Background: an optimization exercise with open tools, aiming at small area, a short achievable clock period and few clock cycles per item. Do not read the settings as production practice.
Only simulation tests tie the RTL to the original design; equivalence was not proved.
Power figures rest on the tool's default switching activity, not on a simulated workload.

## flow/design.v (module list and top-level ports; edited modules follow where they fit)
// module complex_multiplier: 3520 lines
// module cm_enc: 4 lines
// module cm_sel: 3 lines
// module cm_sel0: 3 lines
// module cm_sels: 3 lines
// module cm_fa: 4 lines
// module cm_ha: 4 lines
// module cm_x3: 3 lines
// module cm_x2: 3 lines
// module cm_xn2: 3 lines
// module cm_sgn: 3 lines
// module cm_negp: 3 lines
// module cm_negm: 3 lines
// module cm_or2: 3 lines
// module cm_enc0: 4 lines
// module cm_g: 3 lines
// module cm_and2: 3 lines
module complex_multiplier #(
    parameter INT_WIDTH = 8,
    parameter FRAC_WIDTH = 8
) (
    input wire clk,
    input wire rst,
    input wire signed [INT_WIDTH+FRAC_WIDTH-1:0] a_real,
    input wire signed [INT_WIDTH+FRAC_WIDTH-1:0] a_imag,
    input wire signed [INT_WIDTH+FRAC_WIDTH-1:0] b_real,
    input wire signed [INT_WIDTH+FRAC_WIDTH-1:0] b_imag,
    output wire signed [INT_WIDTH+FRAC_WIDTH-1:0] out_real,
    output wire signed [INT_WIDTH+FRAC_WIDTH-1:0] out_imag,
    input wire start,
    output reg done
);
  // ...
==> flow/flow/run.sh <==
#!/bin/bash
# The standard layout (the standard.sh, standard synthesis unchanged), with two
# placement/resizer settings changed: the input and output ports get a plain buffer
# (buf_4) instead of the resizer's default pick, and the resizer may swap a cell for one
# of another footprint when it repairs timing.
set -euo pipefail
bash standard.sh BUFFER_PORTS_ARGS="-buffer_cell sky130_fd_sc_hd__buf_4" MATCH_CELL_FOOTPRINT=0 finish > layout.log 2>&1
==> flow/standard.sh <==
#!/bin/bash
# synth_recipe.tcl (not shown) runs the flow's synth.tcl, then flattens the netlist and writes it again
# the make line also repeats each setting of config.mk as NAME=value (left out here)
make -C /OpenROAD-flow-scripts/flow DESIGN_CONFIG=/design/flow/config.mk WORK_HOME=/design/flow/orfs CLKGATE_MAP_FILE= SYNTH_SCRIPT=/design/flow/synth_recipe.tcl "${@:-finish}"
==> flow/config.mk <==
export PLATFORM = sky130hd
export DESIGN_NAME = complex_multiplier
export DESIGN_NICKNAME = complex_multiplier
export VERILOG_FILES = /design/flow/design.v
export SDC_FILE = /design/flow/constraint.sdc
export NUM_CORES = 4
export LEC_CHECK = 0
export CAP_MARGIN = 20
export CORE_MARGIN = 2
export CORE_UTILIZATION = 40
export CTS_BUF_LIST = sky130_fd_sc_hd__clkbuf_8
export CTS_CLUSTER_DIAMETER = 100
export CTS_CLUSTER_SIZE = 50
export SETUP_SLACK_MARGIN = 4.8
export SLEW_MARGIN = 20
export SYNTH_HIERARCHICAL = 1
export SYNTH_MINIMUM_KEEP_SIZE = 0
==> flow/constraint.sdc <==
create_clock -name core_clock -period 10.0 [get_ports {clk}]
set_input_delay 2.0000 -clock core_clock [delete_from_list [all_inputs] [get_ports {clk}]]
set_output_delay 2.0000 -clock core_clock [all_outputs]
set_load 0.01 [all_outputs]
==> impl_metrics.tcl, run 1 <==
set metrics [dict create \
    nFillCells 4615 \
    switching_share 0.458 \
    vias 16700 \
    path_cells "buf_12, and3b_1, a21oi_4, buf_8, o22ai_1, fa_1, fa_1, fa_1, fa_1, fa_1" \
    path_clk_slew_ns 0.09 \
    layout_setup_ws_ns 4.83 \
    seq_cells 97 \
    drv_slew 0 \
    design.portCount 100 \
    clock_area_frac 0.0114 \
    power_leader "combinational logic" \
    use_met1 0.311 \
    multi_input_area_mm2 0.0187 \
    cpPeakStageDelay_ns 0.56 \
    synthFlopType "dfxtp_1" \
    ant_nets 0 \
    placed_cell_area_mm2 0.0222 \
    worst-path-stages 10 \
    n_all_inverters 26 \
    powerComb_mw 6.19 \
    synth.net_count 2372 \
    synth-seq-area-share 0.0957 \
    core_area_mm2 0.0502 \
    portBuffers 99 \
    post-synth-top-count-cell "o22ai_1" \
    pwr-share-seq 0.106 \
    synth_top_area_share 0.361 \
    fp-row-count 82 \
    status "finished clean" \
    grt_max_degree 45 \
    pre_cts_ws_ns 3.63 \
    cp.arrival_ns 5.48 \
    ys_ff_latch 97 \
    hp-class "primary input to asynchronous set/reset pin" \
    finalSetupViolations 0 \
    viasPerCell 6.31 \
    synthTopCellsByArea "fa_1, xnor2_1, o22ai_1" \
    synth_edf_count 0 \
    remaining_drc_errors 0 \
    syn2layout_area_growth_pct 14.3 \
    power_density_mw_per_mm2 314 \
    clockBufferCount 10 \
]
Testbench counts, summed over its fixed seeds: cycles 4,000, items 4,000.
==> run 2, diff against run 1 <==
--- a/flow/flow/run.sh
+++ b/flow/flow/run.sh
@@ -5,3 +5,3 @@
 # of another footprint when it repairs timing.
 set -euo pipefail
-bash standard.sh BUFFER_PORTS_ARGS="-buffer_cell sky130_fd_sc_hd__buf_4" MATCH_CELL_FOOTPRINT=0 finish > layout.log 2>&1
+bash standard.sh BUFFER_PORTS_ARGS="-buffer_cell sky130_fd_sc_hd__buf_4" MATCH_CELL_FOOTPRINT=0 RECOVER_POWER=100 finish > layout.log 2>&1
--- a/flow/config.mk
+++ b/flow/config.mk
@@ -9,7 +9,6 @@
 export CORE_MARGIN = 2
 export CORE_UTILIZATION = 40
-export CTS_BUF_LIST = sky130_fd_sc_hd__clkbuf_8
-export CTS_CLUSTER_DIAMETER = 100
-export CTS_CLUSTER_SIZE = 50
+export CTS_BUF_LIST = sky130_fd_sc_hd__clkbuf_4 sky130_fd_sc_hd__clkbuf_8
+export CTS_CLUSTER_SIZE = 30
 export SETUP_SLACK_MARGIN = 4.8
 export SLEW_MARGIN = 20
==> run 2 against run 1 <==
Against the previous run: clock power hardly changed; hold slack better by 0.0018 ns; maximum frequency is 28% lower; flip-flop and latch count stayed put; via count fell by 0.34%; largest cell class unchanged; wire length rose by 0.12%; sequential share of layout area increased by 0.077 points; global-route usage unchanged; now fails the layout checks on capacitance limit, slew limit; count of clock-buffer cells in the layout stayed put; critical path depth stayed put.
==> impl_metrics.tcl, run 2 <==
set metrics [dict create \
    crit_type "primary input to flip-flop" \
    finalSetupViolations 0 \
    overflow 0 \
    cts_tree "yes" \
    synthTopCellsByArea "fa_1, xnor2_1, o22ai_1" \
    antenna_cells 0 \
    post-synth-top-count-cell "o22ai_1" \
    syn2layout_area_growth_pct 13.3 \
    synthCells 1830 \
    synthFlopType "dfxtp_1" \
    dpl.hpwl_um 47600 \
    die-height_um 229 \
    period_needed_ns 7.18 \
    ys_ff_latch 97 \
    vias 16700 \
    synth_top_area_cell "fa_1" \
    dieArea_mm2 0.0527 \
    grt_max_degree 45 \
    antenna_found_initial 1 \
    yosys-top-cells-count "o22ai_1, xnor2_1, fa_1" \
    holdBufCountCts 0 \
    post-route-period-util 0.718 \
    cp.arrival_ns 7.48 \
    critPathLaunchType "primary input" \
    power_frac_comb 0.838 \
    cts_max_level 3 \
    worstMarginPinSlew_ns 3.30 \
    layout_commonest_cell "o22ai_1" \
    cts_buffer_depth 2 \
    remaining_drc_errors 0 \
    ant_nets 0 \
    drv_slew 87 \
    place_congestion 0.924 \
    max_freq_mhz 139 \
    p_clk_frac 0.049 \
    cap_violations 2 \
    hp-class "primary input to asynchronous set/reset pin" \
    drive_gt1_frac 0.110 \
    portBuffers 99 \
    crit_fanout 43 \
    initial_utilization 0.405 \
    ys_types 20 \
    synth_area_mm2 0.0203 \
    power_density_mw_per_mm2 298 \
    die_w_um 229 \
    root_buffer "clkbuf_8" \
    wirelength_um 68600 \
    whs_ns 1.40 \
    wl_per_cell_um 25.9 \
    switching_share 0.485 \
    viasPerCell 6.29 \
    final_cell_mix "o22ai_1, fa_1, xnor2_1, xor2_1, ha_1" \
    ir_drop_mv 0.257 \
    grt_usage 0.261 \
    cts_num_sinks 97 \
    power.static_leakage_nw 9.22 \
    fp-row-count 82 \
    critPathCaptureType "flip-flop" \
    syn_avg_cell_area_um2 11.1 \
    synth-seq-area-share 0.0957 \
    core_area_mm2 0.0502 \
    grt_pass1_vias 17900 \
    synthArstFlopShare 0.0103 \
    pwr-share-seq 0.113 \
    final_area_mm2 0.0230 \
    cts-buffers-inserted 9 \
    grt_pass1_wl_um 105000 \
    placed_cell_area_mm2 0.0222 \
    drtIter0Drc 1475 \
    synth.net_count 2372 \
    layout.nets 2514 \
    slew_headroom -1.20 \
    path_clk_slew_ns 0.08 \
    failed_checks "capacitance limit, slew limit" \
    synth_top_area_share 0.361 \
    status "finished with violations" \
    yosys_warnings 7 \
    rsz0062_at_grt "true" \
    finalHoldViolCount 0 \
    tns_ns 0 \
    synth_edf_count 0 \
    design.portCount 100 \
    required_ns 10.31 \
    p_switching_mw 3.33 \
    p_int_mw 3.54 \
    drtPass1Iterations 5 \
]
==> run 2: cell type report <==
| cell class | instances | area [µm²] |
|---|---|---|
| repair buffers | 154 | 1270 |
| flip-flops and latches | 97 | 1950 |
| clock buffers | 10 | 138 |
| well taps | 672 | 841 |
| multi-input cells | 1684 | 18600 |
| fillers | 4648 | 27100 |
| clock inverters | 5 | 128 |
| inverters | 26 | 97.6 |
==> run 2: worst max-delay path: stages <==
cell	delay, ns
clkbuf_1	2.28
and3b_1	0.37
a21oi_1	0.18
buf_6	0.38
o22ai_1	0.13
ha_1	0.27
fa_1	0.56
fa_1	0.43
fa_1	0.40
fa_1	0.44
==> run 2: routing by layer <==
layer	part of all wire	global-route usage	up-vias
met5	0.00010	0	-
met4	0.063	0.159	2
met3	0.079	0.0407	330
met2	0.49	0.445	955
met1	0.37	0.311	8349
li1	-	-	7024
==> run 2: power by group through the flow <==
| stage | clock [mW] | sequential (mW) | combinational, mW |
|---|---|---|---|
| 2_1_floorplan | 0 | 0.766 | 4.57 |
| 3_3_place_gp | 0 | 0.787 | 5.93 |
| 3_5_place_dp | 0 | 0.787 | 6.04 |
| 4_1_cts | 0.349 | 0.780 | 6.22 |
| 5_1_grt | 0.361 | 0.799 | 6.54 |
| 6_report | 0.337 | 0.773 | 5.76 |
==> run 2: final timing paths <==
path                            end  slack, ns  startpoint
min in group core_clock        done       1.69       start
worst min-delay path           done       1.40         rst
max in group asynchronous      done       8.52         rst
worst max-delay path       re_q1_10       2.82   b_imag[7]
==> run 2: cells by family after synthesis <==
family	after synthesis	share of synthesized area
simple gates	75	0.0231
flops	97	0.0957
compound gates	591	0.195
xor+xnor	534	0.242
fa+ha+maj	475	0.428
buf+inv	58	0.0166
==> run 2: Yosys stat by module, one instance, submodules excluded, a selection <==
module / times used / area (µm²)
cm_enc0: 2 / 10.0
cm_sgn: 16 / 7.51
cm_xn2: 356 / 8.76
cm_enc: 14 / 30.0
complex_multiplier: 1 / 2290
cm_or2: 8 / 6.26
cm_negm: 7 / 10.0
cm_fa: 367 / 20.0
cm_sel: 464 / 6.26
==> run 2: timing repair <==
item	CTS	global route
gates resized for setup	45	30
setup endpoints to repair	79	41
cloned	8	2
buffers inserted	24	6
pin swaps	10	10
==> run 2: through the flow <==
step | instances | power (mW) | util | setup WS, ns
floorplan | 1830 | 5.34 | - | 4.75
global placement | 2593 | 6.72 | 0.443 | 3.71
detailed placement | 2593 | 6.82 | 0.443 | 3.63
CTS | 2640 | 7.35 | 0.459 | 4.78
global route | 2648 | 7.69 | 0.459 | 2.62
finish | 2648 | 6.87 | 0.459 | 2.82

## port drivers added, routing unchanged
No port has a modelled driver above. Below, the same layouts with a new extraction and two added sets of constraints.
Step 1 sets driving cells, clkbuf_16 on the clock port and buf_2 on the other inputs (assumed; they add their load-dependent delay and slew).
Step 2 also shifts input and output timing later by t, the mid clock arrival at the registers, as if the neighbouring blocks saw the same clock.
a / b / c = no drivers / after step 1 / after step 2; a / b = the first two.
| run | t, ns | setup WS [ns] | worst hold slack (ns) | worst slew at a driven data input, ns | pins driven straight from the clock port |
|---|---|---|---|---|---|
| run 1 | 0.478 | 4.829 / 4.772 / 4.294 | 1.394 / 1.367 / 1.845 | 0.23 | 1 |
| run 2 | 0.477 | 2.824 / 2.801 / 2.323 | 1.396 / 1.368 / 1.845 | 0.22 | 1 |
The setup slack of run 1, which loses most, moves by -0.057 ns with the drivers and by -0.535 ns with both steps.
